Context: an optimization exercise on an open-source flow, tuned for small area. The choices shown serve that exercise and are no tape-out recipe.
Only simulation tests tie the RTL to the original design; equivalence was not proved.

==> flow/design.v (excerpt) <==
module basemul(
  input clk,
  input set,
  input wire signed [15:0] a1,
  input wire signed [15:0] a0,
  input wire signed [15:0] b1,
  input wire signed [15:0] b0,
  input wire signed [15:0] zeta,
  output wire signed [15:0] t1,
  output wire signed [15:0] t0
);
For scale: roughly 3300 cells after synthesis, about 330 flip-flops, ~110 I/O pins.
make LEC_CHECK=0 CAP_MARGIN=20 CORE_MARGIN=2 CORE_UTILIZATION=40 CTS_CLUSTER_DIAMETER=100 CTS_CLUSTER_SIZE=30 GPL_TIMING_DRIVEN=0 SLEW_MARGIN=20 SYNTH_HIERARCHICAL=1 SYNTH_MINIMUM_KEEP_SIZE=0 finish   # period 9.0 ns
run.sh (not shown) runs the stock make flow with config.mk's settings and CLKGATE_MAP_FILE= SYNTH_SCRIPT=/design/flow/synth_recipe.tcl, a recipe that flattens the netlist after the stock synthesis.
The first run completed without violations.
==> next run, changes <==
- CAP_MARGIN: 20 -> 0
- GPL_TIMING_DRIVEN: 0 -> default
- SLEW_MARGIN: 20 -> 0
Effect: The new run completed without violations. Worst hold slack gains 0.0080 ns. Final cell count grows by about 0.5%.
==> next run, changes <==
==> flow/flow/run.sh (new file) <==
#!/bin/bash
# Own flow: the standard layout (standard synthesis unchanged), except that
# the input/output port buffers are the smallest buffer cell instead of the default,
# and after global routing cells on paths with positive slack are downsized (RECOVER_POWER).
set -euo pipefail
export BUFFER_PORTS_ARGS="-buffer_cell sky130_fd_sc_hd__buf_1"
export RECOVER_POWER=100
bash standard.sh finish > standard_flow.log 2>&1
==> flow/standard.sh (new file) <==
#!/bin/bash
# synth_recipe.tcl (not shown) runs the flow's synth.tcl, then flattens the netlist and writes it again
# the make line also repeats each setting of config.mk as NAME=value (left out here)
make -C /OpenROAD-flow-scripts/flow DESIGN_CONFIG=/design/flow/config.mk WORK_HOME=/design/flow/orfs CLKGATE_MAP_FILE= SYNTH_SCRIPT=/design/flow/synth_recipe.tcl "${@:-finish}"
- CAP_MARGIN: 0 -> 20
- CORE_UTILIZATION: 40 -> 85
- SLEW_MARGIN: 0 -> 20
removed: flow/run.sh
=> The new run stopped in 5_1_grt (GRT-0116). Synthesized cell count does not change. Synthesized area stays the same.
==> next run, changes <==
==> flow/flow/run.sh (replaced) <==
#!/bin/bash
# Own flow: the standard layout (standard synthesis unchanged), except that
# the input/output port buffers are the smallest buffer cell instead of the default.
set -euo pipefail
export BUFFER_PORTS_ARGS="-buffer_cell sky130_fd_sc_hd__buf_1"
bash standard.sh finish > standard_flow.log 2>&1
- CORE_UTILIZATION: 85 -> 40
After rerunning:
- Now the flow went through all stages and came out clean
- synthesized area is unchanged
- synthesized cell count is unchanged
==> next run, changes <==
==> flow/flow/run.sh (replaced) <==
#!/bin/bash
# Own flow: the standard layout (standard synthesis unchanged), except that
# the input/output port buffers are the smallest buffer cell instead of the default,
# and after global routing cells on paths with positive slack are downsized (RECOVER_POWER).
set -euo pipefail
export BUFFER_PORTS_ARGS="-buffer_cell sky130_fd_sc_hd__buf_1"
export RECOVER_POWER=100
bash standard.sh finish > standard_flow.log 2>&1
- CORE_UTILIZATION: 40 -> 75
Result: Wire length decreases by about 2.7%; via count rose by about 4.4%; synthesized cell count stays the same; area after synthesis stays the same; critical path depth came out higher by 2; final cell count fell by 13%; worst hold slack is worse by 0.0034 ns; cell area fell by about 3%.

Starting RTL as in the previous note.
// basemul
module basemul(
  input clk,
  input set,
  input wire signed [15:0] a1,
  input wire signed [15:0] a0,
  input wire signed [15:0] b1,
  input wire signed [15:0] b0,
  input wire signed [15:0] zeta,
  output wire signed [15:0] t1,
  output wire signed [15:0] t0
);
  reg a1_0_s1;
  reg a0_0_s1;
  reg b1_0_s1;
  reg b1_1_s1;
  reg b1_1_s2;
  reg b1_2_s1;
  reg b1_3_s1;
  reg b1_3_s2;
  reg b1_4_s1;
  reg b1_5_s1;
  reg b1_5_s2;
  reg b1_6_s1;
  reg b1_7_s1;
  reg b1_7_s2;
  reg b1_8_s1;
  reg b1_9_s1;
  reg b1_9_s2;
  reg b1_10_s1;
  reg b1_11_s1;
  reg b1_11_s2;
  reg b1_12_s1;
  reg b1_13_s1;
  reg b1_13_s2;
  reg b1_14_s1;
  reg b1_15_s1;
  reg b1_15_s2;
  reg b0_0_s1;
  reg b0_1_s1;
  reg b0_2_s1;
  reg b0_3_s1;
  reg b0_4_s1;
  reg b0_5_s1;
  reg b0_6_s1;
  reg b0_7_s1;
  reg b0_8_s1;
  reg b0_9_s1;
  reg b0_10_s1;
  reg b0_11_s1;
  reg b0_12_s1;
  reg b0_13_s1;
  reg b0_14_s1;
  reg b0_15_s1;
  reg zeta_0_s1;
  reg zeta_1_s1;
  reg zeta_2_s1;
  reg zeta_3_s1;
  reg zeta_4_s1;
  reg zeta_5_s1;
  reg zeta_6_s1;
  reg zeta_7_s1;
  reg zeta_8_s1;
  reg zeta_9_s1;
  reg zeta_10_s1;
  reg zeta_11_s1;
  reg zeta_12_s1;
  reg zeta_13_s1;
  reg zeta_14_s1;
  reg zeta_15_s1;
  reg n2_s1;
  reg n3_s1;
  reg n4_s1;
  reg n5_s1;
  reg n6_s1;
  reg n7_s1;
  reg n8_s1;
  reg n9_s1;
  reg n10_s1;
  reg n11_s1;
  reg n12_s1;
  reg n13_s1;
  reg n14_s1;
  reg n15_s1;
  reg n16_s1;
  reg n17_s1;
  reg n55_s1;
  reg n333_s2;
  reg n534_s2;
  reg n537_s2;
  reg n540_s2;
  reg n543_s2;
  reg n546_s2;
  reg n549_s2;
  reg n577_s2;
  reg n616_s2;
  reg n635_s2;
  reg n653_s2;
  reg n688_s2;
  reg n719_s2;
  reg n731_s2;
  reg n732_s2;
  reg n741_s2;
  reg n749_s2;
  reg n755_s2;
  ...
export LEC_CHECK = 0
export CAP_MARGIN = 20
export CORE_MARGIN = 2
export CORE_UTILIZATION = 40
export CTS_CLUSTER_DIAMETER = 100
export CTS_CLUSTER_SIZE = 30
export SLEW_MARGIN = 20
export SYNTH_HIERARCHICAL = 1
export SYNTH_MINIMUM_KEEP_SIZE = 0
create_clock -name core_clock -period 9.0 [get_ports {clk}]
standard.sh (not shown) runs the stock make flow with config.mk's settings and CLKGATE_MAP_FILE= SYNTH_SCRIPT=/design/flow/synth_recipe.tcl, a recipe that flattens the netlist after the stock synthesis.
==> flow/flow/run.sh <==
#!/bin/bash
# Own flow: the standard layout (standard synthesis unchanged), except that
# the input/output port buffers are the smallest buffer cell instead of the default,
# and after global routing cells on paths with positive slack are downsized (RECOVER_POWER).
set -euo pipefail
export BUFFER_PORTS_ARGS="-buffer_cell sky130_fd_sc_hd__buf_1"
export RECOVER_POWER=100
bash standard.sh finish > standard_flow.log 2>&1
The baseline completed without violations.
Edit:
- CORE_UTILIZATION: 40 -> 65
Result: Global-route usage went up by 13 points; via count climbs slightly; routed wire length falls by a few percent; design area decreases by a few percent; maximum frequency climbs slightly; worst setup slack improves by 39 ps; core utilization goes up by 27 points.
Edit:
==> flow/run.sh (new file) <==
#!/bin/bash
# synth_recipe.tcl (not shown) runs the flow's synth.tcl, then flattens the netlist and writes it again
# the make line also repeats each setting of config.mk as NAME=value (left out here)
make -C /OpenROAD-flow-scripts/flow DESIGN_CONFIG=/design/flow/config.mk WORK_HOME=/design/flow/orfs CLKGATE_MAP_FILE= SYNTH_SCRIPT=/design/flow/synth_recipe.tcl finish
- CORE_UTILIZATION: 65 -> 40
removed: flow/flow/run.sh
removed: flow/standard.sh
Cell count is higher by roughly a tenth.
Area after synthesis is unchanged.

[what the ideal ports hide]
The flow's constraints put no driver on any port. The routed layouts listed below were extracted and timed again, unchanged, in two steps.
Step 1 assumes that a clkbuf_16 drives the clock port and a buf_2 every other input.
Step 2, shift: input delay + t, output delay - t, t = (earliest + latest rising clock arrival at the registers) / 2. This alone moves slack from input paths to output paths.
Slacks: ideal ports / drivers / drivers and shift; pairs: ideal ports / drivers.
| run | shift t [ns] | slack for setup (ns) | worst data-port slew with drivers (ns) | pins driven straight from the clock port |
|---|---|---|---|---|
| the first run of note 1 | 0.637 | 0.216 / 0.216 / 0.216 | 0.10 | 1 |
| the second run of note 1 | 0.655 | 0.244 / 0.244 / 0.244 | 0.15 | 1 |
| the fourth run of note 1 | 0.679 | 0.231 / 0.231 / 0.231 | 0.12 | 1 |
| the fifth run of note 1 | 0.624 | 0.171 / 0.171 / 0.171 | 0.04 | 1 |
| the first run of note 2 | 0.678 | 0.225 / 0.225 / 0.225 | 0.10 | 1 |
| the second run of note 2 | 0.646 | 0.264 / 0.264 / 0.264 | 0.04 | 1 |
| the third run of note 2 | 0.655 | 0.244 / 0.244 / 0.244 | 0.15 | 1 |
After both steps every run listed still meets setup and hold.
